What follows belongs to an exercise in optimizing a design on an open flow for small area and a short achievable clock period; a production flow would make more cautious choices.
Where RTL was checked, it was by simulation tests only, not by an equivalence proof against the original.

==> 05-09: inputs <==
==> flow/design.v (excerpt) <==
module cordic_advanced #(
    parameter DATA_WIDTH = 18,
    parameter ANGLE_WIDTH = 32,
    parameter ITERATIONS = 18,
    parameter PIPELINE_STAGES = 18
)(
    input  wire                         clk,
    input  wire                         rst_n,
    input  wire                         enable,
    input  wire signed [DATA_WIDTH-1:0] x_in,
    input  wire signed [DATA_WIDTH-1:0] y_in,
    input  wire signed [ANGLE_WIDTH-1:0] z_in,
    input  wire                         data_valid_in,
    output wire                         data_ready_out,
    output wire signed [DATA_WIDTH:0]   x_out,
    output wire signed [DATA_WIDTH:0]   y_out,
    output wire signed [ANGLE_WIDTH-1:0] z_out,
    output wire                         data_valid_out,
    input  wire                         data_ready_in,
    output wire                         overflow,
    output wire [15:0]                  iterations_count,
    output wire [31:0]                  throughput_counter
);
make LEC_CHECK=0 CAP_MARGIN=20 CORE_MARGIN=2 CORE_UTILIZATION=40 CTS_CLUSTER_DIAMETER=100 CTS_CLUSTER_SIZE=30 SLEW_MARGIN=20 SYNTH_HIERARCHICAL=1 finish   # period 4.5 ns
run.sh (not shown) runs the stock make flow with config.mk's settings and CLKGATE_MAP_FILE= SYNTH_SCRIPT=/design/flow/synth_recipe.tcl, a recipe that flattens the netlist after the stock synthesis.
==> 03-11 (differences from 05-09) <==
--- a/flow/config.mk
+++ b/flow/config.mk
@@ -7,8 +7,9 @@
 export LEC_CHECK = 0
 export CAP_MARGIN = 20
 export CORE_MARGIN = 2
-export CORE_UTILIZATION = 40
+export CORE_UTILIZATION = 65
 export CTS_CLUSTER_DIAMETER = 100
 export CTS_CLUSTER_SIZE = 30
+export PLACE_DENSITY = 0.75
 export SLEW_MARGIN = 20
 export SYNTH_HIERARCHICAL = 1
==> qor summary <==
| quantity | 05-09 | 03-11 |
|---|---|---|
| Well tap count | 2044 | 1265 |
| Buffers plus inverters on the worst setup path | 1 | 2 |
| Post-CTS Resized | 2 | 4 |
| Clock buf count | 40 | 33 |
| Vias in the first global route | 48269 | 48642 |
| Min Tclk post-route | 4.29 ns | 4.35 ns |
| Final setup margin | 0.214 ns | 0.154 ns |
| Number of buffers inserted during clock tree synthesis | 39 | 31 |
| Outcome | timing/DRC/antenna clean | timing/DRC/antenna clean |
| Worst Setup Slack post-DPL | -0.598 ns | -0.620 ns |
| Average wire length per cell after detail routing | 14.5 um | 15.5 um |
| Data-path buffer share of cell area in the final layout | 6.95% | 6.48% |
| Instance area after placement | 68900 um2 | 67500 um2 |
| # fillers | 14855 | 7463 |

========
==> build 79 <==
Another version of the RTL of cordic_advanced (not shown whole).
Settings: LEC_CHECK=0, CAP_MARGIN=20, CORE_MARGIN=2, CORE_UTILIZATION=40, SLEW_MARGIN=20; clock period 4.5 ns.
==> build 32 (differences from build 79) <==
--- a/flow/design.v
+++ b/flow/design.v
@@ -20,25 +20,19 @@
     output wire                         overflow,
     output wire [15:0]                  iterations_count,
     output wire [31:0]                  throughput_counter
 );
     assign data_ready_out = enable;
     wire accept = enable & data_valid_in;
-    reg [17:0] xr, yr;
-    reg [31:0] zr;
-    reg vin;
-    always @(posedge clk) if (enable) begin xr <= x_in; yr <= y_in; zr <= z_in; end
-    always @(posedge clk or negedge rst_n)
-        if (!rst_n) vin <= 1'b0; else if (enable) vin <= data_valid_in;
-    wire [18:0] xe = {xr[17], xr};
-    wire [18:0] ye = {yr[17], yr};
-    wire [1:0] q = zr[31:30];
+    wire [18:0] xe = {x_in[17], x_in};
+    wire [18:0] ye = {y_in[17], y_in};
+    wire [1:0] q = z_in[31:30];
     wire [18:0] x0 = (q == 2'b01) ? -ye : (q == 2'b10) ? ye : xe;
     wire [18:0] y0 = (q == 2'b01) ? xe : (q == 2'b10) ? -xe : ye;
-    wire [30:0] z0 = {q[0] ^ q[1] ? q[1] : zr[30], zr[29:0]};
-    wire v0 = vin;
+    wire [30:0] z0 = {q[0] ^ q[1] ? q[1] : z_in[30], z_in[29:0]};
+    wire v0 = data_valid_in;
     wire d0 = z0[30];
     wire [18:0] xs0 = y0;
     wire [18:0] ys0 = x0;
     wire [18:0] x1 = x0 + (xs0 ^ {19{~d0}}) + {18'd0, ~d0};
     wire [18:0] y1 = y0 + (ys0 ^ {19{d0}}) + {18'd0, d0};
     wire [29:0] z1 = z0[29:0] + (d0 ? 30'h20000000 : 30'h20000000);
==> run notes <==
item	build 32	build 79
Clock distribution area overhead in the final layout	0.04440	0.04967
CP Capture Point	yq1[18]	yq1[16]
Setup skew after layout	30.30 ps	31.65 ps
Run status	complete, no violations	complete, no violations
Register share of the cell area	0.3584	0.3741
Synthesis-to-layout area growth	13.49%	12.97%
Number of different library cells in the post-synthesis netlist	88	94
Non-filler cells, final	11,450	11,250
Fmax	229.5 MHz	227.8 MHz
DR vias/cell	5.293	5.357
Per-cell routed wire length	15.52 µm	16.11 µm
Portion of netlist area occupied by mux cells	0.005502	0.005188
Crit path time final	4357 ps	4390 ps
Routed wire length on met2	91,440 µm	87,380 µm
Met1 usage in global routing	0.1905	0.2057
Setup crit start kind	input pin	flip-flop
Post-synth top area share	0.3869	0.4028
Wirelength, routed	177,700 µm	181,300 µm
Detailed placement HPWL	138,000 µm	138,900 µm
Number of tapcells	2,805	2,838

========
==> inputs of xenon <==
cordic_advanced, a different RTL version from the one above (not shown whole).
clock: 4.5 ns
lec_check: 0
cap_margin: 20
core_margin: 2
core_utilization: 40
cts_cluster_diameter: 100
cts_cluster_size: 30
setup_slack_margin: 0.3
slew_margin: 20
synth_hierarchical: 1
==> indigo: changes against xenon <==
Settings changed: CAP_MARGIN 20 to 5, SETUP_SLACK_MARGIN 0.3 to unset, SLEW_MARGIN 20 to 5.
==> run notes <==
|  | xenon | indigo |
|---|---|---|
| Fraction of layout instances using a drive strength above 1 | 18.5% | 15.7% |
| Worst Reg2Reg Path Length in Cells | 21 | 27 |
| Critical R2R Capture | yq7[14] | yq9[17] |
| Non-clock buffer area fraction after layout | 9.08% | 8.60% |
| Via count of the first global-routing pass | 47,100 | 47,100 |
| Max Fclk | 0.236 GHz | 0.231 GHz |
| Pre-CTS setup slack | -0.444 ns | -0.465 ns |
| Final std cell area, no fill | 0.0726 mm^2 | 0.0710 mm^2 |
| Global-route wire length before repair | 233,000 um | 222,000 um |
| Top layer used by detailed routing | met5 | met4 |
| Status | complete, no violations | complete, no violations |
| Estimated wirelength of the detail-placed design | 114,000 um | 109,000 um |
| Required time of the critical path | 4.88 ns | 4.91 ns |
| Post-Place Cell Area | 0.0669 mm^2 | 0.0674 mm^2 |
| Share of the final layout cell area in multi-input gates | 57.0% | 56.8% |
| Final period util | 94.2% | 96.0% |
| Final cell count without fillers | 10,100 | 10,100 |

========
==> trial 96: inputs <==
Another version of the RTL of cordic_advanced (not shown whole).
clock: 4.5 ns
lec_check: 0
cap_margin: 20
core_margin: 2
core_utilization: 40
slew_margin: 20
synth_hierarchical: 1
==> inputs of build 46, as changes to trial 96 <==
- CTS_CLUSTER_DIAMETER: not set -> 100
- CTS_CLUSTER_SIZE: not set -> 30
==> comparison table <==
item                                                       build 46            trial 96
Run status                                           finished clean      finished clean
Worst-margin pin slew                                       1080 ps             1090 ps
Initial detailed-routing violation count                      2,382               2,345
Max-Slew Margin vs Limit                                      28.2%               27.2%
Overall fraction of global-route tracks in use                17.0%               17.2%
Number of nets in the layout                                  8,622               8,665
Non-Clock Buffer Area Fraction                                7.96%               7.85%
Number of global-route vias before repair                    49,339              49,746
Top achievable clock speed                                0.231 GHz           0.227 GHz
Final Worst Setup Slack                                      176 ps             94.2 ps
Met1 Routed Length                                        61,500 um           61,400 um
Critical register-to-register path endpoint       zq7[21]$_DFFE_PP_  yq11[18]$_DFFE_PP_
Clock-pin slew on the worst setup and hold paths             110 ps               50 ps
Share of layout cells above drive strength 1                  17.1%               17.7%
Multi-input gate area                                    44,000 um2          44,000 um2
Routed Wire Length                                       141,000 um          142,000 um
Arrival time worst endpoint                                 3420 ps             3510 ps
No functional check of the RTL was part of any run of this note.

========
==> inputs of run G <==
cordic_advanced with an RTL version that a note above also has.
clock: 4.5 ns
lec_check: 0
cap_margin: 20
core_margin: 2
core_utilization: 40
cts_cluster_diameter: 100
cts_cluster_size: 30
setup_slack_margin: 0.7
slew_margin: 20
synth_hierarchical: 1
==> run X (differences from run G) <==
- GPL_TIMING_DRIVEN: not set -> 0
- SETUP_SLACK_MARGIN: 0.7 -> not set
==> run notes <==
Of run X and run G, run G has the higher count of clock-buffer cells in the layout (gap 2).
Against run X, the worst setup slack of run G is better by 0.13 ns.
Of run G and run X, run G has the higher routed wire length (gap about 3.6%, measured against run X).
Of run G and run X, run G has the higher non-clock buffer count (gap 320).
Of run X and run G, run G has the higher global-route usage (gap 0.58 points).
Against run X, the clock skew of run G is higher by 0.033 ns.

-- afterwards: timing with drivers on the ports --
No port has a modelled driver above. Below, the same layouts with a new extraction and two added sets of constraints.
Step 1, drivers: a clkbuf_16 drives clk and a buf_2 each remaining input, both assumed.
Step 2 adds t to the input delays and takes it off the output delays; t is the mean of the earliest and latest rising clock arrival at the registers after step 1. Input paths then give back, and output paths get back, about the clock's delay inside the block.
Three values: no drivers, after step 1, after step 2; two values: the first two.
| run | shift t [ns] | setup slack, ns | hold slack, ns | latest minus earliest clock arrival (ns) |
|---|---|---|---|---|
| 05-09 | 0.734 | 0.214 / 0.130 / -0.456 | 0.364 / 0.302 / 0.488 | 0.047 / 0.047 |
| 03-11 | 0.744 | 0.154 / 0.135 / -0.458 | 0.193 / 0.149 / 0.481 | 0.033 / 0.034 |
| build 79 | 0.853 | 0.110 / 0.110 / 0.110 | 0.267 / 0.209 / 0.416 | 0.037 / 0.037 |
| build 32 | 0.847 | 0.143 / 0.208 / -0.639 | 0.295 / 0.232 / 0.411 | 0.033 / 0.033 |
| xenon | 0.715 | 0.263 / 0.221 / -0.391 | 0.193 / 0.137 / 0.475 | 0.059 / 0.059 |
| indigo | 0.712 | 0.179 / 0.139 / -0.346 | 0.261 / 0.202 / 0.479 | 0.040 / 0.041 |
| trial 96 | 0.746 | 0.094 / 0.014 / -0.379 | 0.363 / 0.307 / 0.478 | 0.046 / 0.045 |
| build 46 | 0.703 | 0.176 / 0.097 / -0.384 | 0.368 / 0.313 / 0.484 | 0.035 / 0.035 |
| run G | 0.699 | 0.221 / 0.221 / -0.331 | 0.198 / 0.154 / 0.472 | 0.066 / 0.066 |
| run X | 0.708 | 0.089 / 0.089 / -0.511 | 0.096 / 0.043 / 0.495 | 0.038 / 0.038 |
With both steps, setup timing fails in 9 of these runs, where it was met with ideal ports. For build 32, which loses most, drivers alone change the setup slack by +0.065 ns; drivers and shift together by -0.782 ns.
